Context: an optimization exercise on an open-source flow, tuned for small area and a short achievable clock period. The choices shown serve that exercise and are no tape-out recipe. No functional check of the RTL was part of any run shown here. Power is estimated from default activity; no workload was simulated.

==> flow/design.v, too long to show whole: its modules and the start of the top module <==
// module mul8: 14 lines
// module mul16: 1105 lines
// module mul16_fa: 4 lines
// module mul16_cpa: 137 lines
// module mul16_xnor: 3 lines
module mul16(
    input clk,
    input logic[15:0] a,
    input logic[15:0] b,
    output logic[31:0] r
);
  // ...
==> flow/flow/run.sh <==
#!/bin/bash
# The standard layout (the standard.sh, standard synthesis unchanged), except that
# the port buffers are sky130_fd_sc_hd__buf_2 cells instead of the resizer's default pick
# (a clkdlybuf4s50_1 delay cell). Every input and output port still gets its buffer.
set -uo pipefail
export BUFFER_PORTS_ARGS="-buffer_cell sky130_fd_sc_hd__buf_2"
bash standard.sh > standard.log 2>&1
==> flow/standard.sh <==
#!/bin/bash
# synth_recipe.tcl (not shown) runs the flow's synth.tcl, then flattens the netlist and writes it again
# the make line also repeats each setting of config.mk as NAME=value (left out here)
make -C /OpenROAD-flow-scripts/flow DESIGN_CONFIG=/design/flow/config.mk WORK_HOME=/design/flow/orfs CLKGATE_MAP_FILE= SYNTH_SCRIPT=/design/flow/synth_recipe.tcl "${@:-finish}"
==> flow/config.mk <==
export PLATFORM = sky130hd
export DESIGN_NAME = mul16
export DESIGN_NICKNAME = mul16
export VERILOG_FILES = /design/flow/design.v
export SDC_FILE = /design/flow/constraint.sdc
export NUM_CORES = 4
export LEC_CHECK = 0
export CAP_MARGIN = 20
export CORE_MARGIN = 2
export CORE_UTILIZATION = 40
export CTS_BUF_LIST = sky130_fd_sc_hd__clkbuf_8
export CTS_CLUSTER_SIZE = 12
export SETUP_SLACK_MARGIN = 2.0
export SLEW_MARGIN = 20
export SYNTH_HIERARCHICAL = 1
export SYNTH_MINIMUM_KEEP_SIZE = 0
==> flow/constraint.sdc <==
create_clock -name core_clock -period 5.5 [get_ports {clk}]
set_input_delay 1.1000 -clock core_clock [delete_from_list [all_inputs] [get_ports {clk}]]
set_output_delay 1.1000 -clock core_clock [all_outputs]
set_load 0.01 [all_outputs]
==> summary.txt, run 1 <==
# TYPE chip_impl_metric gauge
chip_impl_info{name="run_status",value="complete, no violations"} 1
chip_impl_metric{name="route.vias.total",unit=""} 5634
chip_impl_metric{name="drt_iter0_drc",unit=""} 357
chip_impl_metric{name="largest_register_ffs",unit=""} 79
chip_impl_metric{name="pwr-share-clk",unit="%"} 8.8
chip_impl_metric{name="port-buffer-count",unit=""} 64
chip_impl_metric{name="syn_inst",unit=""} 802
chip_impl_metric{name="finalClockSkew",unit="ps"} 15.38
chip_impl_info{name="layout.cells.most_common",value="sky130_fd_sc_hd__nand2_1"} 1
chip_impl_metric{name="pg_seq",unit="µW"} 1370
chip_impl_metric{name="seq_share",unit="%"} 23.46
chip_impl_metric{name="inverters",unit=""} 23
chip_impl_metric{name="layout.non_clock_buffers",unit=""} 68
chip_impl_metric{name="power.static_leakage",unit="µW"} 0.003619
chip_impl_metric{name="setup_viol_count_final",unit=""} 0
chip_impl_metric{name="cts-root-to-sink-buffers",unit=""} 2
chip_impl_info{name="largest_register",value="q"} 1
chip_impl_metric{name="tapCellCount",unit=""} 280
chip_impl_info{name="tritoncts",value="built"} 1
chip_impl_metric{name="power.sequential.fraction",unit="%"} 22.6
chip_impl_info{name="hold_path_startpoint",value="q[0]$_DFF_P_"} 1
chip_impl_metric{name="htree_levels",unit=""} 3
chip_impl_metric{name="timing.hold.worst_path_depth",unit=""} 1
chip_impl_metric{name="avgViaCountPerCell",unit=""} 5.113
chip_impl_metric{name="p_comb",unit="µW"} 4160
chip_impl_metric{name="grt_first_pass_wirelength",unit="µm"} 32600
chip_impl_metric{name="p_int",unit="µW"} 3413
chip_impl_info{name="end_kind",value="flop"} 1
chip_impl_metric{name="setup_slack",unit="ps"} 1997
chip_impl_metric{name="fill_cells",unit=""} 2031
chip_impl_metric{name="critPathRequiredTime",unit="ps"} 5800
chip_impl_metric{name="met2_capacity_usage_during_global_routing",unit="%"} 27.76
==> run 2, diff against run 1 <==
==> flow/design.v (replaced) <==
module mul8(
    input clk,
    input logic[7:0] a,
    input logic[7:0] b,
    output logic[15:0] r
);
    logic[15:0] r_temp;
    always @(*) begin
        r_temp = a*b;
    end
    always_ff  @(posedge clk) begin
        r <= r_temp;
    end
endmodule
module mul16(
    input clk,
    input logic[15:0] a,
    input logic[15:0] b,
    output logic[31:0] r
);
    wire pp0_0;
    wire pp0_1;
    wire pp0_2;
    wire pp0_3;
    wire pp0_4;
    wire pp0_5;
    wire pp0_6;
    wire pp0_7;
    wire pp0_8;
    wire pp0_9;
    wire pp0_10;
    wire pp0_11;
    wire pp0_12;
    wire pp0_13;
    wire pp0_14;
    wire pp0_15;
    wire pp1_0;
    wire pp1_1;
    wire pp1_2;
    wire pp1_3;
    wire pp1_4;
    wire pp1_5;
    wire pp1_6;
    wire pp1_7;
    wire pp1_8;
    wire pp1_9;
    wire pp1_10;
    wire pp1_11;
    wire pp1_12;
    wire pp1_13;
    wire pp1_14;
    wire pp1_15;
    wire pp2_0;
    wire pp2_1;
    wire pp2_2;
    wire pp2_3;
    wire pp2_4;
    wire pp2_5;
    wire pp2_6;
    wire pp2_7;
    wire pp2_8;
    wire pp2_9;
    wire pp2_10;
    wire pp2_11;
    wire pp2_12;
    wire pp2_13;
    wire pp2_14;
    wire pp2_15;
    wire pp3_0;
    wire pp3_1;
    wire pp3_2;
    wire pp3_3;
    wire pp3_4;
    wire pp3_5;
    wire pp3_6;
    wire pp3_7;
    wire pp3_8;
    wire pp3_9;
    wire pp3_10;
    wire pp3_11;
    wire pp3_12;
    wire pp3_13;
    wire pp3_14;
    wire pp3_15;
    wire pp4_0;
    wire pp4_1;
    wire pp4_2;
    wire pp4_3;
    wire pp4_4;
    wire pp4_5;
    wire pp4_6;
    wire pp4_7;
    wire pp4_8;
    wire pp4_9;
    wire pp4_10;
    wire pp4_11;
    wire pp4_12;
    wire pp4_13;
    wire pp4_14;
    wire pp4_15;
    wire pp5_0;
    wire pp5_1;
    wire pp5_2;
    wire pp5_3;
    wire pp5_4;
    wire pp5_5;
    wire pp5_6;
    wire pp5_7;
    wire pp5_8;
    wire pp5_9;
    wire pp5_10;
    wire pp5_11;
    wire pp5_12;
    wire pp5_13;
    wire pp5_14;
    wire pp5_15;
    wire pp6_0;
    wire pp6_1;
    wire pp6_2;
    wire pp6_3;
    wire pp6_4;
    wire pp6_5;
    wire pp6_6;
    wire pp6_7;
    wire pp6_8;
    wire pp6_9;
    wire pp6_10;
    wire pp6_11;
    wire pp6_12;
    wire pp6_13;
    wire pp6_14;
    wire pp6_15;
    wire pp7_0;
    wire pp7_1;
    wire pp7_2;
    wire pp7_3;
    wire pp7_4;
    wire pp7_5;
    wire pp7_6;
    wire pp7_7;
    wire pp7_8;
    wire pp7_9;
    wire pp7_10;
    wire pp7_11;
    wire pp7_12;
    wire pp7_13;
    wire pp7_14;
    wire pp7_15;
    wire pp8_0;
    wire pp8_1;
    wire pp8_2;
    wire pp8_3;
    wire pp8_4;
    wire pp8_5;
    wire pp8_6;
    wire pp8_7;
    wire pp8_8;
    wire pp8_9;
    wire pp8_10;
    wire pp8_11;
    wire pp8_12;
    wire pp8_13;
    wire pp8_14;
    wire pp8_15;
    wire pp9_0;
    wire pp9_1;
    wire pp9_2;
    wire pp9_3;
    wire pp9_4;
    wire pp9_5;
    wire pp9_6;
    wire pp9_7;
    wire pp9_8;
    wire pp9_9;
    wire pp9_10;
    wire pp9_11;
    wire pp9_12;
    wire pp9_13;
    wire pp9_14;
    wire pp9_15;
    wire pp10_0;
    wire pp10_1;
    wire pp10_2;
    wire pp10_3;
    wire pp10_4;
    wire pp10_5;
    wire pp10_6;
    wire pp10_7;
    wire pp10_8;
    wire pp10_9;
    wire pp10_10;
    wire pp10_11;
    wire pp10_12;
    wire pp10_13;
    wire pp10_14;
    wire pp10_15;
    wire pp11_0;
    wire pp11_1;
    wire pp11_2;
    wire pp11_3;
    wire pp11_4;
    wire pp11_5;
    wire pp11_6;
    wire pp11_7;
    wire pp11_8;
    wire pp11_9;
    wire pp11_10;
    wire pp11_11;
    wire pp11_12;
    wire pp11_13;
    wire pp11_14;
    wire pp11_15;
    wire pp12_0;
    wire pp12_1;
    wire pp12_2;
    wire pp12_3;
    wire pp12_4;
    wire pp12_5;
    wire pp12_6;
    wire pp12_7;
    wire pp12_8;
    wire pp12_9;
    wire pp12_10;
    wire pp12_11;
    wire pp12_12;
    wire pp12_13;
    wire pp12_14;
    wire pp12_15;
    wire pp13_0;
    wire pp13_1;
    wire pp13_2;
    wire pp13_3;
    wire pp13_4;
    wire pp13_5;
    wire pp13_6;
    wire pp13_7;
    wire pp13_8;
    wire pp13_9;
    wire pp13_10;
    wire pp13_11;
    wire pp13_12;
    wire pp13_13;
    wire pp13_14;
    wire pp13_15;
    wire pp14_0;
    wire pp14_1;
    wire pp14_2;
    wire pp14_3;
    wire pp14_4;
    wire pp14_5;
    wire pp14_6;
    wire pp14_7;
    wire pp14_8;
    wire pp14_9;
    wire pp14_10;
    wire pp14_11;
    wire pp14_12;
    wire pp14_13;
    wire pp14_14;
    wire pp14_15;
    wire pp15_0;
    wire pp15_1;
    wire pp15_2;
    wire pp15_3;
    wire pp15_4;
    wire pp15_5;
    wire pp15_6;
    wire pp15_7;
    wire pp15_8;
    wire pp15_9;
    wire pp15_10;
    wire pp15_11;
    wire pp15_12;
    wire pp15_13;
    wire pp15_14;
    wire pp15_15;
    wire s1, c2;
    wire s3, c4;
    wire s5, c6;
    wire s7, c8;
    wire s9, c10;
    wire s11, c12;
    wire s13, c14;
    wire s15, c16;
    wire s17, c18;
    wire s19, c20;
    wire s21, c22;
    wire s23, c24;
    wire s25, c26;
    wire s27, c28;
    wire s29, c30;
    wire s31, c32;
    wire s33, c34;
    wire s35, c36;
    wire s37, c38;
    wire s39, c40;
    wire s41, c42;
    wire s43, c44;
    wire s45, c46;
    wire s47, c48;
    wire s49, c50;
    wire s51, c52;
    wire s53, c54;
    wire s55, c56;
    wire s57, c58;
    wire s59, c60;
    wire s61, c62;
    wire s63, c64;
    wire s65, c66;
    wire s67, c68;
    wire s69, c70;
    wire s71, c72;
    wire s73, c74;
    wire s75, c76;
    wire s77, c78;
    wire s79, c80;
    wire s81, c82;
    wire s83, c84;
    wire s85, c86;
    wire s87, c88;
    wire s89, c90;
    wire s91, c92;
    wire s93, c94;
    wire s95, c96;
    wire s97, c98;
    wire s99, c100;
    wire s101, c102;
    wire s103, c104;
    wire s105, c106;
    wire s107, c108;
    wire s109, c110;
    wire s111, c112;
    wire s113, c114;
    wire s115, c116;
    wire s117, c118;
    wire s119, c120;
    wire s121, c122;
    wire s123, c124;
    wire s125, c126;
    wire s127, c128;
    wire s129, c130;
    wire s131, c132;
    wire s133, c134;
    wire s135, c136;
    wire s137, c138;
    wire s139, c140;
    wire s141, c142;
    wire s143, c144;
    wire s145, c146;
    wire s147, c148;
    wire s149, c150;
    wire s151, c152;
    wire s153, c154;
    wire s155, c156;
    wire s157, c158;
    wire s159, c160;
    wire s161, c162;
    wire s163, c164;
    wire s165, c166;
    wire s167, c168;
    wire s169, c170;
    wire s171, c172;
    wire s173, c174;
    wire s175, c176;
    wire s177, c178;
    wire s179, c180;
    wire s181, c182;
    wire s183, c184;
    wire s185, c186;
    wire s187, c188;
    wire s189, c190;
    wire s191, c192;
    wire s193, c194;
    wire s195, c196;
    wire s197, c198;
    wire s199, c200;
    wire s201, c202;
    wire s203, c204;
    wire s205, c206;
    wire s207, c208;
    wire s209, c210;
    wire s211, c212;
    wire s213, c214;
    wire s215, c216;
    wire s217, c218;
    wire s219, c220;
    wire s221, c222;
    wire s223, c224;
    wire s225, c226;
    wire s227, c228;
    wire s229, c230;
    wire s231, c232;
    wire s233, c234;
    wire s235, c236;
    wire s237, c238;
    wire s239, c240;
    wire s241, c242;
    wire s243, c244;
    wire s245, c246;
    wire s247, c248;
    wire s249, c250;
    wire s251, c252;
    wire s253, c254;
    wire s255, c256;
    wire s257, c258;
    wire s259, c260;
    wire s261, c262;
    wire s263, c264;
    wire s265, c266;
    wire s267, c268;
    wire s269, c270;
    wire s271, c272;
    wire s273, c274;
    wire s275, c276;
    wire s277, c278;
    wire s279, c280;
    wire s281, c282;
    wire s283, c284;
    wire s285, c286;
    wire s287, c288;
    wire s289, c290;
    wire s291, c292;
    wire s293, c294;
    wire s295, c296;
    wire s297, c298;
    wire s299, c300;
    wire s301, c302;
    wire s303, c304;
    wire s305, c306;
    wire s307, c308;
    wire s309, c310;
    wire s311, c312;
    wire s313, c314;
    wire s315, c316;
    wire s317, c318;
    wire s319, c320;
    wire s321, c322;
    wire s323, c324;
    wire s325, c326;
    wire s327, c328;
    wire s329, c330;
    wire s331, c332;
    wire s333, c334;
    wire s335, c336;
    wire s429, c430;
    wire s431, c432;
    wire s433, c434;
    wire s435, c436;
    wire s437, c438;
    wire s439, c440;
    wire s441, c442;
    wire s443, c444;
    wire s445, c446;
    wire s447, c448;
    wire s449, c450;
    wire s451, c452;
    wire s453, c454;
    wire s455, c456;
    wire s457, c458;
    wire s459, c460;
    wire s461, c462;
    wire s463, c464;
    wire s465, c466;
    wire s467, c468;
    wire s469, c470;
    wire s471, c472;
    wire s473, c474;
    wire s475, c476;
    wire s477, c478;
    wire s479, c480;
    wire s481, c482;
    wire s483, c484;
    wire s485, c486;
    wire s487, c488;
    wire s489, c490;
    wire s491, c492;
    wire s493, c494;
    wire s495, c496;
    wire s497, c498;
    wire s499, c500;
    wire s501, c502;
    wire s503, c504;
    wire s505, c506;
    wire s507, c508;
    wire s509, c510;
    wire s511, c512;
    wire s513, c514;
    wire s515, c516;
    wire s517, c518;
    wire s519, c520;
    logic [91:0] q;
    wire q337 = q[0];
    wire q338 = q[1];
    wire q339 = q[2];
    wire q340 = q[3];
    wire q341 = q[4];
    wire q342 = q[5];
    wire q343 = q[6];
    wire q344 = q[7];
    wire q345 = q[8];
    wire q346 = q[9];
    wire q347 = q[10];
    wire q348 = q[11];
    wire q349 = q[12];
    wire q350 = q[13];
    wire q351 = q[14];
    wire q352 = q[15];
    wire q353 = q[16];
    wire q354 = q[17];
    wire q355 = q[18];
    wire q356 = q[19];
    wire q357 = q[20];
    wire q358 = q[21];
    wire q359 = q[22];
    wire q360 = q[23];
    wire q361 = q[24];
    wire q362 = q[25];
    wire q363 = q[26];
    wire q364 = q[27];
    wire q365 = q[28];
    wire q366 = q[29];
    wire q367 = q[30];
    wire q368 = q[31];
    wire q369 = q[32];
    wire q370 = q[33];
    wire q371 = q[34];
    wire q372 = q[35];
    wire q373 = q[36];
    wire q374 = q[37];
    wire q375 = q[38];
    wire q376 = q[39];
    wire q377 = q[40];
    wire q378 = q[41];
    wire q379 = q[42];
    wire q380 = q[43];
    wire q381 = q[44];
    wire q382 = q[45];
    wire q383 = q[46];
    wire q384 = q[47];
    wire q385 = q[48];
    wire q386 = q[49];
    wire q387 = q[50];
    wire q388 = q[51];
    wire q389 = q[52];
    wire q390 = q[53];
    wire q391 = q[54];
    wire q392 = q[55];
    wire q393 = q[56];
    wire q394 = q[57];
    wire q395 = q[58];
    wire q396 = q[59];
    wire q397 = q[60];
    wire q398 = q[61];
    wire q399 = q[62];
    wire q400 = q[63];
    wire q401 = q[64];
    wire q402 = q[65];
    wire q403 = q[66];
    wire q404 = q[67];
    wire q405 = q[68];
    wire q406 = q[69];
    wire q407 = q[70];
    wire q408 = q[71];
    wire q409 = q[72];
    wire q410 = q[73];
    wire q411 = q[74];
    wire q412 = q[75];
    wire q413 = q[76];
    wire q414 = q[77];
    wire q415 = q[78];
    wire q416 = q[79];
    wire q417 = q[80];
    wire q418 = q[81];
    wire q419 = q[82];
    wire q420 = q[83];
    wire q421 = q[84];
    wire q422 = q[85];
    wire q423 = q[86];
    wire q424 = q[87];
    wire q425 = q[88];
    wire q426 = q[89];
    wire q427 = q[90];
    wire q428 = q[91];
    wire [31:0] xn = {1'b1, q427, q425, q423, q422, c518, s517, s515, c510, c506, s505, c498, c492, s491, c480, s477, s471, c458, s455, s451, s447, c440, s439, s435, s433, s431, q345, q341, q340, q339, q338, q337};
    wire [31:0] yn = {1'b1, q428, q426, q424, c520, s519, c516, c514, s513, s509, c502, s501, s497, c486, s485, s479, c464, s463, s457, c448, c444, s443, s437, c434, c432, c430, s429, 1'b1, 1'b1, 1'b1, 1'b1, 1'b1};
    assign pp0_0 = ~(a[0] & b[0]);
    assign pp0_1 = ~(a[0] & b[1]);
    assign pp0_2 = ~(a[0] & b[2]);
    assign pp0_3 = ~(a[0] & b[3]);
    assign pp0_4 = ~(a[0] & b[4]);
    assign pp0_5 = ~(a[0] & b[5]);
    assign pp0_6 = ~(a[0] & b[6]);
    assign pp0_7 = ~(a[0] & b[7]);
    assign pp0_8 = ~(a[0] & b[8]);
    assign pp0_9 = ~(a[0] & b[9]);
    assign pp0_10 = ~(a[0] & b[10]);
    assign pp0_11 = ~(a[0] & b[11]);
    assign pp0_12 = ~(a[0] & b[12]);
    assign pp0_13 = ~(a[0] & b[13]);
    assign pp0_14 = ~(a[0] & b[14]);
    assign pp0_15 = ~(a[0] & b[15]);
    assign pp1_0 = ~(a[1] & b[0]);
    assign pp1_1 = ~(a[1] & b[1]);
    assign pp1_2 = ~(a[1] & b[2]);
    assign pp1_3 = ~(a[1] & b[3]);
    assign pp1_4 = ~(a[1] & b[4]);
    assign pp1_5 = ~(a[1] & b[5]);
    assign pp1_6 = ~(a[1] & b[6]);
    assign pp1_7 = ~(a[1] & b[7]);
    assign pp1_8 = ~(a[1] & b[8]);
    assign pp1_9 = ~(a[1] & b[9]);
    assign pp1_10 = ~(a[1] & b[10]);
    assign pp1_11 = ~(a[1] & b[11]);
    assign pp1_12 = ~(a[1] & b[12]);
    assign pp1_13 = ~(a[1] & b[13]);
    assign pp1_14 = ~(a[1] & b[14]);
    assign pp1_15 = ~(a[1] & b[15]);
    assign pp2_0 = ~(a[2] & b[0]);
    assign pp2_1 = ~(a[2] & b[1]);
    assign pp2_2 = ~(a[2] & b[2]);
    assign pp2_3 = ~(a[2] & b[3]);
    assign pp2_4 = ~(a[2] & b[4]);
    assign pp2_5 = ~(a[2] & b[5]);
    assign pp2_6 = ~(a[2] & b[6]);
    assign pp2_7 = ~(a[2] & b[7]);
    assign pp2_8 = ~(a[2] & b[8]);
    assign pp2_9 = ~(a[2] & b[9]);
    assign pp2_10 = ~(a[2] & b[10]);
    assign pp2_11 = ~(a[2] & b[11]);
    assign pp2_12 = ~(a[2] & b[12]);
    assign pp2_13 = ~(a[2] & b[13]);
    assign pp2_14 = ~(a[2] & b[14]);
    assign pp2_15 = ~(a[2] & b[15]);
    assign pp3_0 = ~(a[3] & b[0]);
    assign pp3_1 = ~(a[3] & b[1]);
    assign pp3_2 = ~(a[3] & b[2]);
    assign pp3_3 = ~(a[3] & b[3]);
    assign pp3_4 = ~(a[3] & b[4]);
    assign pp3_5 = ~(a[3] & b[5]);
    assign pp3_6 = ~(a[3] & b[6]);
    assign pp3_7 = ~(a[3] & b[7]);
    assign pp3_8 = ~(a[3] & b[8]);
    assign pp3_9 = ~(a[3] & b[9]);
    assign pp3_10 = ~(a[3] & b[10]);
    assign pp3_11 = ~(a[3] & b[11]);
    assign pp3_12 = ~(a[3] & b[12]);
    assign pp3_13 = ~(a[3] & b[13]);
    assign pp3_14 = ~(a[3] & b[14]);
    assign pp3_15 = ~(a[3] & b[15]);
    assign pp4_0 = ~(a[4] & b[0]);
    assign pp4_1 = ~(a[4] & b[1]);
    assign pp4_2 = ~(a[4] & b[2]);
    assign pp4_3 = ~(a[4] & b[3]);
    assign pp4_4 = ~(a[4] & b[4]);
    assign pp4_5 = ~(a[4] & b[5]);
    assign pp4_6 = ~(a[4] & b[6]);
    assign pp4_7 = ~(a[4] & b[7]);
    assign pp4_8 = ~(a[4] & b[8]);
    assign pp4_9 = ~(a[4] & b[9]);
    assign pp4_10 = ~(a[4] & b[10]);
    assign pp4_11 = ~(a[4] & b[11]);
    assign pp4_12 = ~(a[4] & b[12]);
    assign pp4_13 = ~(a[4] & b[13]);
    assign pp4_14 = ~(a[4] & b[14]);
    assign pp4_15 = ~(a[4] & b[15]);
    assign pp5_0 = ~(a[5] & b[0]);
    assign pp5_1 = ~(a[5] & b[1]);
    assign pp5_2 = ~(a[5] & b[2]);
    assign pp5_3 = ~(a[5] & b[3]);
    assign pp5_4 = ~(a[5] & b[4]);
    assign pp5_5 = ~(a[5] & b[5]);
    assign pp5_6 = ~(a[5] & b[6]);
    assign pp5_7 = ~(a[5] & b[7]);
    assign pp5_8 = ~(a[5] & b[8]);
    assign pp5_9 = ~(a[5] & b[9]);
    assign pp5_10 = ~(a[5] & b[10]);
    assign pp5_11 = ~(a[5] & b[11]);
    assign pp5_12 = ~(a[5] & b[12]);
    assign pp5_13 = ~(a[5] & b[13]);
    assign pp5_14 = ~(a[5] & b[14]);
    assign pp5_15 = ~(a[5] & b[15]);
    assign pp6_0 = ~(a[6] & b[0]);
    assign pp6_1 = ~(a[6] & b[1]);
    assign pp6_2 = ~(a[6] & b[2]);
    assign pp6_3 = ~(a[6] & b[3]);
    assign pp6_4 = ~(a[6] & b[4]);
    assign pp6_5 = ~(a[6] & b[5]);
    assign pp6_6 = ~(a[6] & b[6]);
    assign pp6_7 = ~(a[6] & b[7]);
    assign pp6_8 = ~(a[6] & b[8]);
    assign pp6_9 = ~(a[6] & b[9]);
    assign pp6_10 = ~(a[6] & b[10]);
    assign pp6_11 = ~(a[6] & b[11]);
    assign pp6_12 = ~(a[6] & b[12]);
    assign pp6_13 = ~(a[6] & b[13]);
    assign pp6_14 = ~(a[6] & b[14]);
    assign pp6_15 = ~(a[6] & b[15]);
    assign pp7_0 = ~(a[7] & b[0]);
    assign pp7_1 = ~(a[7] & b[1]);
    assign pp7_2 = ~(a[7] & b[2]);
    assign pp7_3 = ~(a[7] & b[3]);
    assign pp7_4 = ~(a[7] & b[4]);
    assign pp7_5 = ~(a[7] & b[5]);
    assign pp7_6 = ~(a[7] & b[6]);
    assign pp7_7 = ~(a[7] & b[7]);
    assign pp7_8 = ~(a[7] & b[8]);
    assign pp7_9 = ~(a[7] & b[9]);
    assign pp7_10 = ~(a[7] & b[10]);
    assign pp7_11 = ~(a[7] & b[11]);
    assign pp7_12 = ~(a[7] & b[12]);
    assign pp7_13 = ~(a[7] & b[13]);
    assign pp7_14 = ~(a[7] & b[14]);
    assign pp7_15 = ~(a[7] & b[15]);
    assign pp8_0 = ~(a[8] & b[0]);
    assign pp8_1 = ~(a[8] & b[1]);
    assign pp8_2 = ~(a[8] & b[2]);
    assign pp8_3 = ~(a[8] & b[3]);
    assign pp8_4 = ~(a[8] & b[4]);
    assign pp8_5 = ~(a[8] & b[5]);
    assign pp8_6 = ~(a[8] & b[6]);
    assign pp8_7 = ~(a[8] & b[7]);
    assign pp8_8 = ~(a[8] & b[8]);
    assign pp8_9 = ~(a[8] & b[9]);
    assign pp8_10 = ~(a[8] & b[10]);
    assign pp8_11 = ~(a[8] & b[11]);
    assign pp8_12 = ~(a[8] & b[12]);
    assign pp8_13 = ~(a[8] & b[13]);
    assign pp8_14 = ~(a[8] & b[14]);
    assign pp8_15 = ~(a[8] & b[15]);
    assign pp9_0 = ~(a[9] & b[0]);
    assign pp9_1 = ~(a[9] & b[1]);
    assign pp9_2 = ~(a[9] & b[2]);
    assign pp9_3 = ~(a[9] & b[3]);
    assign pp9_4 = ~(a[9] & b[4]);
    assign pp9_5 = ~(a[9] & b[5]);
    assign pp9_6 = ~(a[9] & b[6]);
    assign pp9_7 = ~(a[9] & b[7]);
    assign pp9_8 = ~(a[9] & b[8]);
    assign pp9_9 = ~(a[9] & b[9]);
    assign pp9_10 = ~(a[9] & b[10]);
    assign pp9_11 = ~(a[9] & b[11]);
    assign pp9_12 = ~(a[9] & b[12]);
    assign pp9_13 = ~(a[9] & b[13]);
    assign pp9_14 = ~(a[9] & b[14]);
    assign pp9_15 = ~(a[9] & b[15]);
    assign pp10_0 = ~(a[10] & b[0]);
    assign pp10_1 = ~(a[10] & b[1]);
    assign pp10_2 = ~(a[10] & b[2]);
    assign pp10_3 = ~(a[10] & b[3]);
    assign pp10_4 = ~(a[10] & b[4]);
    assign pp10_5 = ~(a[10] & b[5]);
    assign pp10_6 = ~(a[10] & b[6]);
    assign pp10_7 = ~(a[10] & b[7]);
    assign pp10_8 = ~(a[10] & b[8]);
    assign pp10_9 = ~(a[10] & b[9]);
    assign pp10_10 = ~(a[10] & b[10]);
    assign pp10_11 = ~(a[10] & b[11]);
    assign pp10_12 = ~(a[10] & b[12]);
    assign pp10_13 = ~(a[10] & b[13]);
    assign pp10_14 = ~(a[10] & b[14]);
    assign pp10_15 = ~(a[10] & b[15]);
    assign pp11_0 = ~(a[11] & b[0]);
    assign pp11_1 = ~(a[11] & b[1]);
    assign pp11_2 = ~(a[11] & b[2]);
    assign pp11_3 = ~(a[11] & b[3]);
    assign pp11_4 = ~(a[11] & b[4]);
    assign pp11_5 = ~(a[11] & b[5]);
    assign pp11_6 = ~(a[11] & b[6]);
    assign pp11_7 = ~(a[11] & b[7]);
    assign pp11_8 = ~(a[11] & b[8]);
    assign pp11_9 = ~(a[11] & b[9]);
    assign pp11_10 = ~(a[11] & b[10]);
    assign pp11_11 = ~(a[11] & b[11]);
    assign pp11_12 = ~(a[11] & b[12]);
    assign pp11_13 = ~(a[11] & b[13]);
    assign pp11_14 = ~(a[11] & b[14]);
    assign pp11_15 = ~(a[11] & b[15]);
    assign pp12_0 = ~(a[12] & b[0]);
    assign pp12_1 = ~(a[12] & b[1]);
    assign pp12_2 = ~(a[12] & b[2]);
    assign pp12_3 = ~(a[12] & b[3]);
    assign pp12_4 = ~(a[12] & b[4]);
    assign pp12_5 = ~(a[12] & b[5]);
    assign pp12_6 = ~(a[12] & b[6]);
    assign pp12_7 = ~(a[12] & b[7]);
    assign pp12_8 = ~(a[12] & b[8]);
    assign pp12_9 = ~(a[12] & b[9]);
    assign pp12_10 = ~(a[12] & b[10]);
    assign pp12_11 = ~(a[12] & b[11]);
    assign pp12_12 = ~(a[12] & b[12]);
    assign pp12_13 = ~(a[12] & b[13]);
    assign pp12_14 = ~(a[12] & b[14]);
    assign pp12_15 = ~(a[12] & b[15]);
    assign pp13_0 = ~(a[13] & b[0]);
    assign pp13_1 = ~(a[13] & b[1]);
    assign pp13_2 = ~(a[13] & b[2]);
    assign pp13_3 = ~(a[13] & b[3]);
    assign pp13_4 = ~(a[13] & b[4]);
    assign pp13_5 = ~(a[13] & b[5]);
    assign pp13_6 = ~(a[13] & b[6]);
    assign pp13_7 = ~(a[13] & b[7]);
    assign pp13_8 = ~(a[13] & b[8]);
    assign pp13_9 = ~(a[13] & b[9]);
    assign pp13_10 = ~(a[13] & b[10]);
    assign pp13_11 = ~(a[13] & b[11]);
    assign pp13_12 = ~(a[13] & b[12]);
    assign pp13_13 = ~(a[13] & b[13]);
    assign pp13_14 = ~(a[13] & b[14]);
    assign pp13_15 = ~(a[13] & b[15]);
    assign pp14_0 = ~(a[14] & b[0]);
    assign pp14_1 = ~(a[14] & b[1]);
    assign pp14_2 = ~(a[14] & b[2]);
    assign pp14_3 = ~(a[14] & b[3]);
    assign pp14_4 = ~(a[14] & b[4]);
    assign pp14_5 = ~(a[14] & b[5]);
    assign pp14_6 = ~(a[14] & b[6]);
    assign pp14_7 = ~(a[14] & b[7]);
    assign pp14_8 = ~(a[14] & b[8]);
    assign pp14_9 = ~(a[14] & b[9]);
    assign pp14_10 = ~(a[14] & b[10]);
    assign pp14_11 = ~(a[14] & b[11]);
    assign pp14_12 = ~(a[14] & b[12]);
    assign pp14_13 = ~(a[14] & b[13]);
    assign pp14_14 = ~(a[14] & b[14]);
    assign pp14_15 = ~(a[14] & b[15]);
    assign pp15_0 = ~(a[15] & b[0]);
    assign pp15_1 = ~(a[15] & b[1]);
    assign pp15_2 = ~(a[15] & b[2]);
    assign pp15_3 = ~(a[15] & b[3]);
    assign pp15_4 = ~(a[15] & b[4]);
    assign pp15_5 = ~(a[15] & b[5]);
    assign pp15_6 = ~(a[15] & b[6]);
    assign pp15_7 = ~(a[15] & b[7]);
    assign pp15_8 = ~(a[15] & b[8]);
    assign pp15_9 = ~(a[15] & b[9]);
    assign pp15_10 = ~(a[15] & b[10]);
    assign pp15_11 = ~(a[15] & b[11]);
    assign pp15_12 = ~(a[15] & b[12]);
    assign pp15_13 = ~(a[15] & b[13]);
    assign pp15_14 = ~(a[15] & b[14]);
    assign pp15_15 = ~(a[15] & b[15]);
    mul16_xnor us1 (.x(pp0_1), .y(pp1_0), .s(s1));
    assign c2 = pp0_1 | pp1_0;
    mul16_fa us3 (.x(pp0_2), .y(pp1_1), .z(pp2_0), .s(s3), .c(c4));
    mul16_xnor us5 (.x(c2), .y(s3), .s(s5));
    assign c6 = c2 | s3;
    mul16_fa us7 (.x(pp0_3), .y(pp1_2), .z(pp2_1), .s(s7), .c(c8));
    mul16_fa us9 (.x(pp3_0), .y(c4), .z(s7), .s(s9), .c(c10));
    mul16_xnor us11 (.x(c6), .y(s9), .s(s11));
    assign c12 = c6 | s9;
    mul16_fa us13 (.x(pp0_4), .y(pp1_3), .z(pp2_2), .s(s13), .c(c14));
    mul16_fa us15 (.x(pp3_1), .y(pp4_0), .z(c8), .s(s15), .c(c16));
    mul16_fa us17 (.x(s13), .y(s15), .z(c10), .s(s17), .c(c18));
    mul16_xnor us19 (.x(c12), .y(s17), .s(s19));
    assign c20 = c12 | s17;
    mul16_fa us21 (.x(pp0_5), .y(pp1_4), .z(pp2_3), .s(s21), .c(c22));
    mul16_fa us23 (.x(pp3_2), .y(pp4_1), .z(pp5_0), .s(s23), .c(c24));
    mul16_fa us25 (.x(c14), .y(s21), .z(s23), .s(s25), .c(c26));
    mul16_fa us27 (.x(pp0_6), .y(pp1_5), .z(pp2_4), .s(s27), .c(c28));
    mul16_fa us29 (.x(pp3_3), .y(pp4_2), .z(pp5_1), .s(s29), .c(c30));
    mul16_fa us31 (.x(pp6_0), .y(c22), .z(c24), .s(s31), .c(c32));
    mul16_fa us33 (.x(s27), .y(s29), .z(c26), .s(s33), .c(c34));
    mul16_fa us35 (.x(pp0_7), .y(pp1_6), .z(pp2_5), .s(s35), .c(c36));
    mul16_fa us37 (.x(pp3_4), .y(pp4_3), .z(pp5_2), .s(s37), .c(c38));
    mul16_fa us39 (.x(pp6_1), .y(pp7_0), .z(c28), .s(s39), .c(c40));
    mul16_fa us41 (.x(c30), .y(s35), .z(s37), .s(s41), .c(c42));
    mul16_fa us43 (.x(c32), .y(s39), .z(s41), .s(s43), .c(c44));
    mul16_fa us45 (.x(pp0_8), .y(pp1_7), .z(pp2_6), .s(s45), .c(c46));
    mul16_fa us47 (.x(pp3_5), .y(pp4_4), .z(pp5_3), .s(s47), .c(c48));
    mul16_fa us49 (.x(pp6_2), .y(pp7_1), .z(pp8_0), .s(s49), .c(c50));
    mul16_fa us51 (.x(c36), .y(c38), .z(s45), .s(s51), .c(c52));
    mul16_fa us53 (.x(s47), .y(s49), .z(c40), .s(s53), .c(c54));
    mul16_fa us55 (.x(c42), .y(s51), .z(s53), .s(s55), .c(c56));
    mul16_fa us57 (.x(pp0_9), .y(pp1_8), .z(pp2_7), .s(s57), .c(c58));
    mul16_fa us59 (.x(pp3_6), .y(pp4_5), .z(pp5_4), .s(s59), .c(c60));
    mul16_fa us61 (.x(pp6_3), .y(pp7_2), .z(pp8_1), .s(s61), .c(c62));
    mul16_fa us63 (.x(pp9_0), .y(c46), .z(c48), .s(s63), .c(c64));
    mul16_fa us65 (.x(c50), .y(s57), .z(s59), .s(s65), .c(c66));
    mul16_fa us67 (.x(s61), .y(c52), .z(s63), .s(s67), .c(c68));
    mul16_fa us69 (.x(pp0_10), .y(pp1_9), .z(pp2_8), .s(s69), .c(c70));
    mul16_fa us71 (.x(pp3_7), .y(pp4_6), .z(pp5_5), .s(s71), .c(c72));
    mul16_fa us73 (.x(pp6_4), .y(pp7_3), .z(pp8_2), .s(s73), .c(c74));
    mul16_fa us75 (.x(pp9_1), .y(pp10_0), .z(c58), .s(s75), .c(c76));
    mul16_fa us77 (.x(c60), .y(c62), .z(s69), .s(s77), .c(c78));
    mul16_fa us79 (.x(s71), .y(s73), .z(c64), .s(s79), .c(c80));
    mul16_fa us81 (.x(s75), .y(c66), .z(s77), .s(s81), .c(c82));
    mul16_fa us83 (.x(pp0_11), .y(pp1_10), .z(pp2_9), .s(s83), .c(c84));
    mul16_fa us85 (.x(pp3_8), .y(pp4_7), .z(pp5_6), .s(s85), .c(c86));
    mul16_fa us87 (.x(pp6_5), .y(pp7_4), .z(pp8_3), .s(s87), .c(c88));
    mul16_fa us89 (.x(pp9_2), .y(pp10_1), .z(pp11_0), .s(s89), .c(c90));
    mul16_fa us91 (.x(c70), .y(c72), .z(c74), .s(s91), .c(c92));
    mul16_fa us93 (.x(s83), .y(s85), .z(s87), .s(s93), .c(c94));
    mul16_fa us95 (.x(s89), .y(c76), .z(c78), .s(s95), .c(c96));
    mul16_fa us97 (.x(s91), .y(s93), .z(c80), .s(s97), .c(c98));
    mul16_fa us99 (.x(pp0_12), .y(pp1_11), .z(pp2_10), .s(s99), .c(c100));
    mul16_fa us101 (.x(pp3_9), .y(pp4_8), .z(pp5_7), .s(s101), .c(c102));
    mul16_fa us103 (.x(pp6_6), .y(pp7_5), .z(pp8_4), .s(s103), .c(c104));
    mul16_fa us105 (.x(pp9_3), .y(pp10_2), .z(pp11_1), .s(s105), .c(c106));
    mul16_fa us107 (.x(pp12_0), .y(c84), .z(c86), .s(s107), .c(c108));
    mul16_fa us109 (.x(c88), .y(c90), .z(s99), .s(s109), .c(c110));
    mul16_fa us111 (.x(s101), .y(s103), .z(s105), .s(s111), .c(c112));
    mul16_fa us113 (.x(c92), .y(s107), .z(c94), .s(s113), .c(c114));
    mul16_fa us115 (.x(s109), .y(s111), .z(c96), .s(s115), .c(c116));
    mul16_fa us117 (.x(pp0_13), .y(pp1_12), .z(pp2_11), .s(s117), .c(c118));
    mul16_fa us119 (.x(pp3_10), .y(pp4_9), .z(pp5_8), .s(s119), .c(c120));
    mul16_fa us121 (.x(pp6_7), .y(pp7_6), .z(pp8_5), .s(s121), .c(c122));
    mul16_fa us123 (.x(pp9_4), .y(pp10_3), .z(pp11_2), .s(s123), .c(c124));
    mul16_fa us125 (.x(pp12_1), .y(pp13_0), .z(c100), .s(s125), .c(c126));
    mul16_fa us127 (.x(c102), .y(c104), .z(c106), .s(s127), .c(c128));
    mul16_fa us129 (.x(s117), .y(s119), .z(s121), .s(s129), .c(c130));
    mul16_fa us131 (.x(s123), .y(c108), .z(s125), .s(s131), .c(c132));
    mul16_fa us133 (.x(c110), .y(c112), .z(s127), .s(s133), .c(c134));
    mul16_fa us135 (.x(pp0_14), .y(pp1_13), .z(pp2_12), .s(s135), .c(c136));
    mul16_fa us137 (.x(pp3_11), .y(pp4_10), .z(pp5_9), .s(s137), .c(c138));
    mul16_fa us139 (.x(pp6_8), .y(pp7_7), .z(pp8_6), .s(s139), .c(c140));
    mul16_fa us141 (.x(pp9_5), .y(pp10_4), .z(pp11_3), .s(s141), .c(c142));
    mul16_fa us143 (.x(pp12_2), .y(pp13_1), .z(pp14_0), .s(s143), .c(c144));
    mul16_fa us145 (.x(c118), .y(c120), .z(c122), .s(s145), .c(c146));
    mul16_fa us147 (.x(c124), .y(s135), .z(s137), .s(s147), .c(c148));
    mul16_fa us149 (.x(s139), .y(s141), .z(s143), .s(s149), .c(c150));
    mul16_fa us151 (.x(c126), .y(c128), .z(c130), .s(s151), .c(c152));
    mul16_fa us153 (.x(s145), .y(s147), .z(s149), .s(s153), .c(c154));
    mul16_fa us155 (.x(pp0_15), .y(pp1_14), .z(pp2_13), .s(s155), .c(c156));
    mul16_fa us157 (.x(pp3_12), .y(pp4_11), .z(pp5_10), .s(s157), .c(c158));
    mul16_fa us159 (.x(pp6_9), .y(pp7_8), .z(pp8_7), .s(s159), .c(c160));
    mul16_fa us161 (.x(pp9_6), .y(pp10_5), .z(pp11_4), .s(s161), .c(c162));
    mul16_fa us163 (.x(pp12_3), .y(pp13_2), .z(pp14_1), .s(s163), .c(c164));
    mul16_fa us165 (.x(pp15_0), .y(c136), .z(c138), .s(s165), .c(c166));
    mul16_fa us167 (.x(c140), .y(c142), .z(c144), .s(s167), .c(c168));
    mul16_fa us169 (.x(s155), .y(s157), .z(s159), .s(s169), .c(c170));
    mul16_fa us171 (.x(s161), .y(s163), .z(c146), .s(s171), .c(c172));
    mul16_fa us173 (.x(c148), .y(s165), .z(c150), .s(s173), .c(c174));
    mul16_fa us175 (.x(pp1_15), .y(pp2_14), .z(pp3_13), .s(s175), .c(c176));
    mul16_fa us177 (.x(pp4_12), .y(pp5_11), .z(pp6_10), .s(s177), .c(c178));
    mul16_fa us179 (.x(pp7_9), .y(pp8_8), .z(pp9_7), .s(s179), .c(c180));
    mul16_fa us181 (.x(pp10_6), .y(pp11_5), .z(pp12_4), .s(s181), .c(c182));
    mul16_fa us183 (.x(pp13_3), .y(pp14_2), .z(pp15_1), .s(s183), .c(c184));
    mul16_fa us185 (.x(c156), .y(c158), .z(c160), .s(s185), .c(c186));
    mul16_fa us187 (.x(c162), .y(c164), .z(s175), .s(s187), .c(c188));
    mul16_fa us189 (.x(s177), .y(s179), .z(s181), .s(s189), .c(c190));
    mul16_fa us191 (.x(s183), .y(c166), .z(c168), .s(s191), .c(c192));
    mul16_fa us193 (.x(c170), .y(s185), .z(s187), .s(s193), .c(c194));
    mul16_fa us195 (.x(pp2_15), .y(pp3_14), .z(pp4_13), .s(s195), .c(c196));
    mul16_fa us197 (.x(pp5_12), .y(pp6_11), .z(pp7_10), .s(s197), .c(c198));
    mul16_fa us199 (.x(pp8_9), .y(pp9_8), .z(pp10_7), .s(s199), .c(c200));
    mul16_fa us201 (.x(pp11_6), .y(pp12_5), .z(pp13_4), .s(s201), .c(c202));
    mul16_fa us203 (.x(pp14_3), .y(pp15_2), .z(c176), .s(s203), .c(c204));
    mul16_fa us205 (.x(c178), .y(c180), .z(c182), .s(s205), .c(c206));
    mul16_fa us207 (.x(c184), .y(s195), .z(s197), .s(s207), .c(c208));
    mul16_fa us209 (.x(s199), .y(s201), .z(c186), .s(s209), .c(c210));
    mul16_fa us211 (.x(s203), .y(c188), .z(c190), .s(s211), .c(c212));
    mul16_fa us213 (.x(s205), .y(s207), .z(c192), .s(s213), .c(c214));
    mul16_fa us215 (.x(pp3_15), .y(pp4_14), .z(pp5_13), .s(s215), .c(c216));
    mul16_fa us217 (.x(pp6_12), .y(pp7_11), .z(pp8_10), .s(s217), .c(c218));
    mul16_fa us219 (.x(pp9_9), .y(pp10_8), .z(pp11_7), .s(s219), .c(c220));
    mul16_fa us221 (.x(pp12_6), .y(pp13_5), .z(pp14_4), .s(s221), .c(c222));
    mul16_fa us223 (.x(pp15_3), .y(c196), .z(c198), .s(s223), .c(c224));
    mul16_fa us225 (.x(c200), .y(c202), .z(s215), .s(s225), .c(c226));
    mul16_fa us227 (.x(s217), .y(s219), .z(s221), .s(s227), .c(c228));
    mul16_fa us229 (.x(c204), .y(c206), .z(c208), .s(s229), .c(c230));
    mul16_fa us231 (.x(s223), .y(s225), .z(s227), .s(s231), .c(c232));
    mul16_fa us233 (.x(pp4_15), .y(pp5_14), .z(pp6_13), .s(s233), .c(c234));
    mul16_fa us235 (.x(pp7_12), .y(pp8_11), .z(pp9_10), .s(s235), .c(c236));
    mul16_fa us237 (.x(pp10_9), .y(pp11_8), .z(pp12_7), .s(s237), .c(c238));
    mul16_fa us239 (.x(pp13_6), .y(pp14_5), .z(pp15_4), .s(s239), .c(c240));
    mul16_fa us241 (.x(c216), .y(c218), .z(c220), .s(s241), .c(c242));
    mul16_fa us243 (.x(c222), .y(s233), .z(s235), .s(s243), .c(c244));
    mul16_fa us245 (.x(s237), .y(s239), .z(c224), .s(s245), .c(c246));
    mul16_fa us247 (.x(c226), .y(c228), .z(s241), .s(s247), .c(c248));
    mul16_fa us249 (.x(pp5_15), .y(pp6_14), .z(pp7_13), .s(s249), .c(c250));
    mul16_fa us251 (.x(pp8_12), .y(pp9_11), .z(pp10_10), .s(s251), .c(c252));
    mul16_fa us253 (.x(pp11_9), .y(pp12_8), .z(pp13_7), .s(s253), .c(c254));
    mul16_fa us255 (.x(pp14_6), .y(pp15_5), .z(c234), .s(s255), .c(c256));
    mul16_fa us257 (.x(c236), .y(c238), .z(c240), .s(s257), .c(c258));
    mul16_fa us259 (.x(s249), .y(s251), .z(s253), .s(s259), .c(c260));
    mul16_fa us261 (.x(c242), .y(s255), .z(c244), .s(s261), .c(c262));
    mul16_fa us263 (.x(s257), .y(s259), .z(c246), .s(s263), .c(c264));
    mul16_fa us265 (.x(pp6_15), .y(pp7_14), .z(pp8_13), .s(s265), .c(c266));
    mul16_fa us267 (.x(pp9_12), .y(pp10_11), .z(pp11_10), .s(s267), .c(c268));
    mul16_fa us269 (.x(pp12_9), .y(pp13_8), .z(pp14_7), .s(s269), .c(c270));
    mul16_fa us271 (.x(pp15_6), .y(c250), .z(c252), .s(s271), .c(c272));
    mul16_fa us273 (.x(c254), .y(s265), .z(s267), .s(s273), .c(c274));
    mul16_fa us275 (.x(s269), .y(c256), .z(c258), .s(s275), .c(c276));
    mul16_fa us277 (.x(s271), .y(c260), .z(s273), .s(s277), .c(c278));
    mul16_fa us279 (.x(pp7_15), .y(pp8_14), .z(pp9_13), .s(s279), .c(c280));
    mul16_fa us281 (.x(pp10_12), .y(pp11_11), .z(pp12_10), .s(s281), .c(c282));
    mul16_fa us283 (.x(pp13_9), .y(pp14_8), .z(pp15_7), .s(s283), .c(c284));
    mul16_fa us285 (.x(c266), .y(c268), .z(c270), .s(s285), .c(c286));
    mul16_fa us287 (.x(s279), .y(s281), .z(s283), .s(s287), .c(c288));
    mul16_fa us289 (.x(c272), .y(c274), .z(s285), .s(s289), .c(c290));
    mul16_fa us291 (.x(pp8_15), .y(pp9_14), .z(pp10_13), .s(s291), .c(c292));
    mul16_fa us293 (.x(pp11_12), .y(pp12_11), .z(pp13_10), .s(s293), .c(c294));
    mul16_fa us295 (.x(pp14_9), .y(pp15_8), .z(c280), .s(s295), .c(c296));
    mul16_fa us297 (.x(c282), .y(c284), .z(s291), .s(s297), .c(c298));
    mul16_fa us299 (.x(s293), .y(c286), .z(s295), .s(s299), .c(c300));
    mul16_fa us301 (.x(pp9_15), .y(pp10_14), .z(pp11_13), .s(s301), .c(c302));
    mul16_fa us303 (.x(pp12_12), .y(pp13_11), .z(pp14_10), .s(s303), .c(c304));
    mul16_fa us305 (.x(pp15_9), .y(c292), .z(c294), .s(s305), .c(c306));
    mul16_fa us307 (.x(s301), .y(s303), .z(c296), .s(s307), .c(c308));
    mul16_fa us309 (.x(c298), .y(s305), .z(c300), .s(s309), .c(c310));
    mul16_fa us311 (.x(pp10_15), .y(pp11_14), .z(pp12_13), .s(s311), .c(c312));
    mul16_fa us313 (.x(pp13_12), .y(pp14_11), .z(pp15_10), .s(s313), .c(c314));
    mul16_fa us315 (.x(c302), .y(c304), .z(s311), .s(s315), .c(c316));
    mul16_fa us317 (.x(s313), .y(c306), .z(s315), .s(s317), .c(c318));
    mul16_fa us319 (.x(pp11_15), .y(pp12_14), .z(pp13_13), .s(s319), .c(c320));
    mul16_fa us321 (.x(pp14_12), .y(pp15_11), .z(c312), .s(s321), .c(c322));
    mul16_fa us323 (.x(c314), .y(s319), .z(s321), .s(s323), .c(c324));
    mul16_fa us325 (.x(pp12_15), .y(pp13_14), .z(pp14_13), .s(s325), .c(c326));
    mul16_fa us327 (.x(pp15_12), .y(c320), .z(s325), .s(s327), .c(c328));
    mul16_fa us329 (.x(c322), .y(s327), .z(c324), .s(s329), .c(c330));
    mul16_fa us331 (.x(pp13_15), .y(pp14_14), .z(pp15_13), .s(s331), .c(c332));
    mul16_fa us333 (.x(c326), .y(s331), .z(c328), .s(s333), .c(c334));
    mul16_fa us335 (.x(pp14_15), .y(pp15_14), .z(c332), .s(s335), .c(c336));
    mul16_fa us429 (.x(q342), .y(q343), .z(q344), .s(s429), .c(c430));
    mul16_xnor us431 (.x(q346), .y(q347), .s(s431));
    assign c432 = q346 | q347;
    mul16_xnor us433 (.x(q348), .y(q349), .s(s433));
    assign c434 = q348 | q349;
    mul16_xnor us435 (.x(q350), .y(q351), .s(s435));
    assign c436 = q350 | q351;
    mul16_fa us437 (.x(q352), .y(q353), .z(q354), .s(s437), .c(c438));
    mul16_xnor us439 (.x(q355), .y(c436), .s(s439));
    assign c440 = q355 | c436;
    mul16_fa us441 (.x(q356), .y(q357), .z(q358), .s(s441), .c(c442));
    mul16_xnor us443 (.x(c438), .y(s441), .s(s443));
    assign c444 = c438 | s441;
    mul16_fa us445 (.x(q359), .y(q360), .z(q361), .s(s445), .c(c446));
    mul16_xnor us447 (.x(c442), .y(s445), .s(s447));
    assign c448 = c442 | s445;
    mul16_fa us449 (.x(q362), .y(q363), .z(q364), .s(s449), .c(c450));
    mul16_xnor us451 (.x(c446), .y(s449), .s(s451));
    assign c452 = c446 | s449;
    mul16_fa us453 (.x(q365), .y(q366), .z(q367), .s(s453), .c(c454));
    mul16_fa us455 (.x(q368), .y(q369), .z(c450), .s(s455), .c(c456));
    mul16_xnor us457 (.x(s453), .y(c452), .s(s457));
    assign c458 = s453 | c452;
    mul16_fa us459 (.x(q370), .y(q371), .z(q372), .s(s459), .c(c460));
    mul16_fa us461 (.x(q373), .y(c454), .z(s459), .s(s461), .c(c462));
    mul16_xnor us463 (.x(c456), .y(s461), .s(s463));
    assign c464 = c456 | s461;
    mul16_fa us465 (.x(q374), .y(q375), .z(q376), .s(s465), .c(c466));
    mul16_fa us467 (.x(q377), .y(q378), .z(q379), .s(s467), .c(c468));
    mul16_fa us469 (.x(c460), .y(s465), .z(s467), .s(s469), .c(c470));
    mul16_xnor us471 (.x(c462), .y(s469), .s(s471));
    assign c472 = c462 | s469;
    mul16_fa us473 (.x(q380), .y(q381), .z(q382), .s(s473), .c(c474));
    mul16_fa us475 (.x(q383), .y(q384), .z(c466), .s(s475), .c(c476));
    mul16_fa us477 (.x(c468), .y(s473), .z(s475), .s(s477), .c(c478));
    mul16_xnor us479 (.x(c470), .y(c472), .s(s479));
    assign c480 = c470 | c472;
    mul16_fa us481 (.x(q385), .y(q386), .z(q387), .s(s481), .c(c482));
    mul16_fa us483 (.x(q388), .y(c474), .z(s481), .s(s483), .c(c484));
    mul16_fa us485 (.x(c476), .y(s483), .z(c478), .s(s485), .c(c486));
    mul16_fa us487 (.x(q389), .y(q390), .z(q391), .s(s487), .c(c488));
    mul16_fa us489 (.x(q392), .y(q393), .z(c482), .s(s489), .c(c490));
    mul16_fa us491 (.x(s487), .y(s489), .z(c484), .s(s491), .c(c492));
    mul16_fa us493 (.x(q394), .y(q395), .z(q396), .s(s493), .c(c494));
    mul16_fa us495 (.x(q397), .y(q398), .z(c488), .s(s495), .c(c496));
    mul16_fa us497 (.x(s493), .y(c490), .z(s495), .s(s497), .c(c498));
    mul16_fa us499 (.x(q399), .y(q400), .z(q401), .s(s499), .c(c500));
    mul16_fa us501 (.x(c494), .y(s499), .z(c496), .s(s501), .c(c502));
    mul16_fa us503 (.x(q402), .y(q403), .z(q404), .s(s503), .c(c504));
    mul16_fa us505 (.x(q405), .y(c500), .z(s503), .s(s505), .c(c506));
    mul16_fa us507 (.x(q406), .y(q407), .z(q408), .s(s507), .c(c508));
    mul16_fa us509 (.x(q409), .y(c504), .z(s507), .s(s509), .c(c510));
    mul16_fa us511 (.x(q410), .y(q411), .z(q412), .s(s511), .c(c512));
    mul16_fa us513 (.x(q413), .y(c508), .z(s511), .s(s513), .c(c514));
    mul16_fa us515 (.x(q414), .y(q415), .z(c512), .s(s515), .c(c516));
    mul16_fa us517 (.x(q416), .y(q417), .z(q418), .s(s517), .c(c518));
    mul16_fa us519 (.x(q419), .y(q420), .z(q421), .s(s519), .c(c520));
    wire [26:0] cg, cp, cs;
    assign cg[0] = xn[5] & yn[5];
    assign cp[0] = xn[5] ^ yn[5];
    assign cg[1] = xn[6] & yn[6];
    assign cp[1] = xn[6] ^ yn[6];
    assign cg[2] = xn[7] & yn[7];
    assign cp[2] = xn[7] ^ yn[7];
    assign cg[3] = xn[8] & yn[8];
    assign cp[3] = xn[8] ^ yn[8];
    assign cg[4] = xn[9] & yn[9];
    assign cp[4] = xn[9] ^ yn[9];
    assign cg[5] = xn[10] & yn[10];
    assign cp[5] = xn[10] ^ yn[10];
    assign cg[6] = xn[11] & yn[11];
    assign cp[6] = xn[11] ^ yn[11];
    assign cg[7] = xn[12] & yn[12];
    assign cp[7] = xn[12] ^ yn[12];
    assign cg[8] = xn[13] & yn[13];
    assign cp[8] = xn[13] ^ yn[13];
    assign cg[9] = xn[14] & yn[14];
    assign cp[9] = xn[14] ^ yn[14];
    assign cg[10] = xn[15] & yn[15];
    assign cp[10] = xn[15] ^ yn[15];
    assign cg[11] = xn[16] & yn[16];
    assign cp[11] = xn[16] ^ yn[16];
    assign cg[12] = xn[17] & yn[17];
    assign cp[12] = xn[17] ^ yn[17];
    assign cg[13] = xn[18] & yn[18];
    assign cp[13] = xn[18] ^ yn[18];
    assign cg[14] = xn[19] & yn[19];
    assign cp[14] = xn[19] ^ yn[19];
    assign cg[15] = xn[20] & yn[20];
    assign cp[15] = xn[20] ^ yn[20];
    assign cg[16] = xn[21] & yn[21];
    assign cp[16] = xn[21] ^ yn[21];
    assign cg[17] = xn[22] & yn[22];
    assign cp[17] = xn[22] ^ yn[22];
    assign cg[18] = xn[23] & yn[23];
    assign cp[18] = xn[23] ^ yn[23];
    assign cg[19] = xn[24] & yn[24];
    assign cp[19] = xn[24] ^ yn[24];
    assign cg[20] = xn[25] & yn[25];
    assign cp[20] = xn[25] ^ yn[25];
    assign cg[21] = xn[26] & yn[26];
    assign cp[21] = xn[26] ^ yn[26];
    assign cg[22] = xn[27] & yn[27];
    assign cp[22] = xn[27] ^ yn[27];
    assign cg[23] = xn[28] & yn[28];
    assign cp[23] = xn[28] ^ yn[28];
    assign cg[24] = xn[29] & yn[29];
    assign cp[24] = xn[29] ^ yn[29];
    assign cg[25] = xn[30] & yn[30];
    assign cp[25] = xn[30] ^ yn[30];
    assign cg[26] = xn[31] & yn[31];
    assign cp[26] = xn[31] ^ yn[31];
    mul16_cpa ucpa (.gi(cg), .pi(cp), .s(cs));
    wire [31:0] sum = {cs, ~xn[4], ~xn[3], ~xn[2], ~xn[1], ~xn[0]};
    always_ff @(posedge clk) begin
        q <= {c336, pp15_15, c334, s335, c330, s333, s329, c318, s323, c316, c310, s317, c308, s309, s307, s299, c290, s297, c288, s289, c278, c276, s287, c264, s277, s275, c262, s263, s261, c248, s247, c232, c230, s245, s243, c214, s231, s229, c212, c210, s213, s211, c194, s209, s193, c174, s191, c172, s189, s173, c154, c152, s171, s169, s167, s153, s151, c134, c132, c116, s133, s131, c114, s129, s115, c98, s113, s97, s95, c82, s81, c68, s79, c56, s67, c54, s65, s55, c44, s43, c34, s33, s31, c20, c18, s25, c16, s19, s11, s5, s1, pp0_0};
        r <= sum;
    end
endmodule
module mul16_fa(input x, input y, input z, output s, output c);
    assign s = x ^ y ^ z;
    assign c = (x & y) | (x & z) | (y & z);
endmodule
module mul16_cpa(input [26:0] gi, input [26:0] pi, output [26:0] s);
    wire g0 = gi[0] | pi[0];
    wire p0 = pi[0];
    wire g1 = gi[1];
    wire p1 = pi[1];
    wire g2 = gi[2];
    wire p2 = pi[2];
    wire g3 = gi[3];
    wire p3 = pi[3];
    wire g4 = gi[4];
    wire p4 = pi[4];
    wire g5 = gi[5];
    wire p5 = pi[5];
    wire g6 = gi[6];
    wire p6 = pi[6];
    wire g7 = gi[7];
    wire p7 = pi[7];
    wire g8 = gi[8];
    wire p8 = pi[8];
    wire g9 = gi[9];
    wire p9 = pi[9];
    wire g10 = gi[10];
    wire p10 = pi[10];
    wire g11 = gi[11];
    wire p11 = pi[11];
    wire g12 = gi[12];
    wire p12 = pi[12];
    wire g13 = gi[13];
    wire p13 = pi[13];
    wire g14 = gi[14];
    wire p14 = pi[14];
    wire g15 = gi[15];
    wire p15 = pi[15];
    wire g16 = gi[16];
    wire p16 = pi[16];
    wire g17 = gi[17];
    wire p17 = pi[17];
    wire g18 = gi[18];
    wire p18 = pi[18];
    wire g19 = gi[19];
    wire p19 = pi[19];
    wire g20 = gi[20];
    wire p20 = pi[20];
    wire g21 = gi[21];
    wire p21 = pi[21];
    wire g22 = gi[22];
    wire p22 = pi[22];
    wire g23 = gi[23];
    wire p23 = pi[23];
    wire g24 = gi[24];
    wire p24 = pi[24];
    wire g25 = gi[25];
    wire p25 = pi[25];
    wire g26 = gi[26];
    wire p26 = pi[26];
    wire G1 = g1 | (p1 & g0);
    wire P1 = p1 & p0;
    wire G2 = g3 | (p3 & g2);
    wire P2 = p3 & p2;
    wire G3 = g5 | (p5 & g4);
    wire P3 = p5 & p4;
    wire G4 = g7 | (p7 & g6);
    wire P4 = p7 & p6;
    wire G5 = g9 | (p9 & g8);
    wire P5 = p9 & p8;
    wire G6 = g11 | (p11 & g10);
    wire P6 = p11 & p10;
    wire G7 = g13 | (p13 & g12);
    wire P7 = p13 & p12;
    wire G8 = g15 | (p15 & g14);
    wire P8 = p15 & p14;
    wire G9 = g17 | (p17 & g16);
    wire P9 = p17 & p16;
    wire G10 = g19 | (p19 & g18);
    wire P10 = p19 & p18;
    wire G11 = g21 | (p21 & g20);
    wire P11 = p21 & p20;
    wire G12 = g23 | (p23 & g22);
    wire P12 = p23 & p22;
    wire G13 = g25 | (p25 & g24);
    wire P13 = p25 & p24;
    wire G14 = G2 | (P2 & G1);
    wire P14 = P2 & P1;
    wire G15 = G4 | (P4 & G3);
    wire P15 = P4 & P3;
    wire G16 = G6 | (P6 & G5);
    wire P16 = P6 & P5;
    wire G17 = G8 | (P8 & G7);
    wire P17 = P8 & P7;
    wire G18 = G10 | (P10 & G9);
    wire P18 = P10 & P9;
    wire G19 = G12 | (P12 & G11);
    wire P19 = P12 & P11;
    wire G20 = G15 | (P15 & G14);
    wire P20 = P15 & P14;
    wire G21 = G17 | (P17 & G16);
    wire P21 = P17 & P16;
    wire G22 = G19 | (P19 & G18);
    wire P22 = P19 & P18;
    wire G23 = G21 | (P21 & G20);
    wire P23 = P21 & P20;
    wire G24 = G22 | (P22 & G23);
    wire P24 = P22 & P23;
    wire G25 = G16 | (P16 & G20);
    wire P25 = P16 & P20;
    wire G26 = G18 | (P18 & G23);
    wire P26 = P18 & P23;
    wire G27 = G3 | (P3 & G14);
    wire P27 = P3 & P14;
    wire G28 = G5 | (P5 & G20);
    wire P28 = P5 & P20;
    wire G29 = G7 | (P7 & G25);
    wire P29 = P7 & P25;
    wire G30 = G9 | (P9 & G23);
    wire P30 = P9 & P23;
    wire G31 = G11 | (P11 & G26);
    wire P31 = P11 & P26;
    wire G32 = G13 | (P13 & G24);
    wire P32 = P13 & P24;
    wire G33 = g2 | (p2 & G1);
    wire P33 = p2 & P1;
    wire G34 = g4 | (p4 & G14);
    wire P34 = p4 & P14;
    wire G35 = g6 | (p6 & G27);
    wire P35 = p6 & P27;
    wire G36 = g8 | (p8 & G20);
    wire P36 = p8 & P20;
    wire G37 = g10 | (p10 & G28);
    wire P37 = p10 & P28;
    wire G38 = g12 | (p12 & G25);
    wire P38 = p12 & P25;
    wire G39 = g14 | (p14 & G29);
    wire P39 = p14 & P29;
    wire G40 = g16 | (p16 & G23);
    wire P40 = p16 & P23;
    wire G41 = g18 | (p18 & G30);
    wire P41 = p18 & P30;
    wire G42 = g20 | (p20 & G26);
    wire P42 = p20 & P26;
    wire G43 = g22 | (p22 & G31);
    wire P43 = p22 & P31;
    wire G44 = g24 | (p24 & G24);
    wire P44 = p24 & P24;
    wire G45 = g26 | (p26 & G32);
    wire P45 = p26 & P32;
    assign s = {~(p26 ^ G32), ~(p25 ^ G44), ~(p24 ^ G24), ~(p23 ^ G43), ~(p22 ^ G31), ~(p21 ^ G42), ~(p20 ^ G26), ~(p19 ^ G41), ~(p18 ^ G30), ~(p17 ^ G40), ~(p16 ^ G23), ~(p15 ^ G39), ~(p14 ^ G29), ~(p13 ^ G38), ~(p12 ^ G25), ~(p11 ^ G37), ~(p10 ^ G28), ~(p9 ^ G36), ~(p8 ^ G20), ~(p7 ^ G35), ~(p6 ^ G27), ~(p5 ^ G34), ~(p4 ^ G14), ~(p3 ^ G33), ~(p2 ^ G1), ~(p1 ^ g0), p0};
endmodule
module mul16_xnor(input x, input y, output s);
    assign s = ~(x ^ y);
endmodule
==> flow/config.mk (replaced) <==
export PLATFORM = sky130hd
export DESIGN_NAME = mul16
export DESIGN_NICKNAME = mul16
export VERILOG_FILES = /design/flow/design.v
export SDC_FILE = /design/flow/constraint.sdc
export NUM_CORES = 4
export LEC_CHECK = 0
export CAP_MARGIN = 20
export CORE_MARGIN = 2
export CORE_UTILIZATION = 40
export SETUP_SLACK_MARGIN = 2.0
export SLEW_MARGIN = 20
export SYNTH_HIERARCHICAL = 1
export SYNTH_MINIMUM_KEEP_SIZE = 0
==> run 2 against run 1 <==
Effect of this change:
- sequential share of layout area up 1.0 points
- die area up 3.1%
- register-to-register slack worse by 230 ps
- highest routed layer unchanged
- setup slack worse by 230 ps
- largest power group unchanged
- critical path depth down 1
- count of clock-buffer cells in the layout up 10
- combinational power up about 20%
- non-clock buffer count unchanged
- sequential power up 8%
- power up 25%
- cell count up 2.9%
==> summary.txt, run 2 <==
# TYPE chip_impl_metric gauge
chip_impl_metric{name="drt.antenna.violating_nets",unit=""} 0
chip_impl_metric{name="setup_viol_count_final",unit=""} 0
chip_impl_metric{name="critPathRequiredTime",unit="ps"} 5850
chip_impl_info{name="tritoncts",value="built"} 1
chip_impl_metric{name="timing.final.crit_period",unit="ps"} 3728
chip_impl_metric{name="first_global_vias",unit=""} 6389
chip_impl_metric{name="cts_made_buffers",unit=""} 17
chip_impl_metric{name="route.vias.total",unit=""} 5746
chip_impl_metric{name="worst_path_clk_slew",unit="ps"} 60
chip_impl_metric{name="syn_inst",unit=""} 813
chip_impl_metric{name="avgViaCountPerCell",unit=""} 5.067
chip_impl_metric{name="drt_iter0_drc",unit=""} 320
chip_impl_metric{name="grt_max_degree",unit=""} 18
chip_impl_metric{name="totalWireLength",unit="µm"} 20870
chip_impl_metric{name="fill_cells",unit=""} 2100
chip_impl_metric{name="largest_register_ffs",unit=""} 92
chip_impl_metric{name="cts-root-to-sink-buffers",unit=""} 2
chip_impl_metric{name="drcViolationCount",unit=""} 0
chip_impl_info{name="hold_path_startpoint",value="q[2]$_DFF_P_"} 1
chip_impl_metric{name="power.static_leakage",unit="µW"} 0.003894
chip_impl_info{name="layout.cells.most_common",value="sky130_fd_sc_hd__nand2_1"} 1
chip_impl_metric{name="finalClockSkew",unit="ps"} 8.507
chip_impl_metric{name="timing.hold.worst_path_depth",unit=""} 1
chip_impl_metric{name="grt_first_pass_wirelength",unit="µm"} 34240
chip_impl_metric{name="core",unit="µm²"} 22430
chip_impl_info{name="top_cell_family_by_delay_on_the_critical_path",value="adder cells"} 1
chip_impl_info{name="end_kind",value="flop"} 1
chip_impl_info{name="largest_register",value="q"} 1
chip_impl_info{name="run_status",value="complete, no violations"} 1
chip_impl_metric{name="htree_levels",unit=""} 4
chip_impl_metric{name="path_max_fanout",unit=""} 4
chip_impl_metric{name="synth.yosys.warnings",unit=""} 7
chip_impl_metric{name="port-buffer-count",unit=""} 64
chip_impl_metric{name="worst-path-stages",unit=""} 14
-- run 2: cell types whose count changed in the layout (fill, tap and decap cells not counted), sizes merged, moves of 3 or more --
cell,change
nor2,+4
dfxtp,+13
ha,+3
a21o,-3
clkinv,+6
clkbuf,+10
inv,-3
-- run 2: worst max-delay path by stage --
stage                   from       endpoint
2_1_floorplan  q[37]$_DFF_P_  r[24]$_DFF_P_
5_1_grt        q[37]$_DFF_P_  r[30]$_DFF_P_
6_report       q[37]$_DFF_P_  r[30]$_DFF_P_
3_3_place_gp   q[37]$_DFF_P_  r[30]$_DFF_P_
3_5_place_dp   q[37]$_DFF_P_  r[30]$_DFF_P_
4_1_cts        q[37]$_DFF_P_  r[30]$_DFF_P_
-- run 2: layer usage --
layer / global-route usage [%] / vias to the layer above / part of all wire [%] / wire (µm)
li1: - / 2511 / - / -
met4: 5.644 / 0 / 2.3 / 484
met1: 25.16 / 2962 / 42 / 8692
met5: 0 / - / 0 / 0
met2: 30.49 / 235 / 49 / 10160
met3: 4.987 / 38 / 7.3 / 1529
-- run 2: report_power, final --
part           switching (µW)  total, µW  internal, µW
clock network             430       1110           681
logic                    2680       5000          2320
registers                 144       1480          1340
-- run 2: final cells by class --
cell class                 instances  area [µm²]  area share (%)
antenna                            1       2.502         0.02467
clock buffer                      19       442.9           4.367
clock inverter                    13       140.1           1.382
inverter                          21       78.83          0.7771
multi-input combinational        603        6289           62.00
sequential                       124        2484           24.48
tap                              285       356.6           3.515
timing repair buffer              68       350.3           3.454
-- run 2: repair_timing --
action	4_1_cts	5_1_grt
endpoints found under the setup margin	9	11
resized for setup	6	4
pin swaps	8	4
setup buffers	3	1
-- run 2: metrics by stage --
step | setup WS, ps | cells | hold WS (ps) | area (µm²) | power, µW
final | 1772 | 1134 | 354.6 | 10140 | 7590
after global routing | 1650 | 1133 | 360.1 | 10140 | 8516
after CTS | 1805 | 1132 | 355.6 | 10130 | 7554
after global placement | 1778 | 1097 | 340.3 | 9479 | 6070
after floorplan | 1960 | 813 | 337.9 | 9119 | 5032
after detailed placement | 1731 | 1097 | 342.1 | 9479 | 6119

[afterwards: timing with drivers on the ports]
How much do the figures lean on ideal ports? The routed layouts below were timed once more, with nothing changed but the port constraints.
Step 1 assumes that a clkbuf_16 drives the clock port and a buf_2 every other input.
Step 2 adds t to the input delays and takes it off the output delays; t is the mean of the earliest and latest rising clock arrival at the registers after step 1. Input paths then give back, and output paths get back, about the clock's delay inside the block.
Slacks: ideal / step 1 / step 2; pairs: ideal / step 1.
| run | shift t [ns] | setup WS [ns] | worst slew at a driven data input, ns |
|---|---|---|---|
| run 1 | 0.426 | 1.997 / 1.997 / 1.719 | 0.05 |
| run 2 | 0.460 | 1.772 / 1.772 / 1.772 | 0.05 |
After both steps setup and hold are still met in every run listed. The setup slack of run 1, which loses most, moves by 0.000 ns with the drivers and by -0.278 ns with both steps.
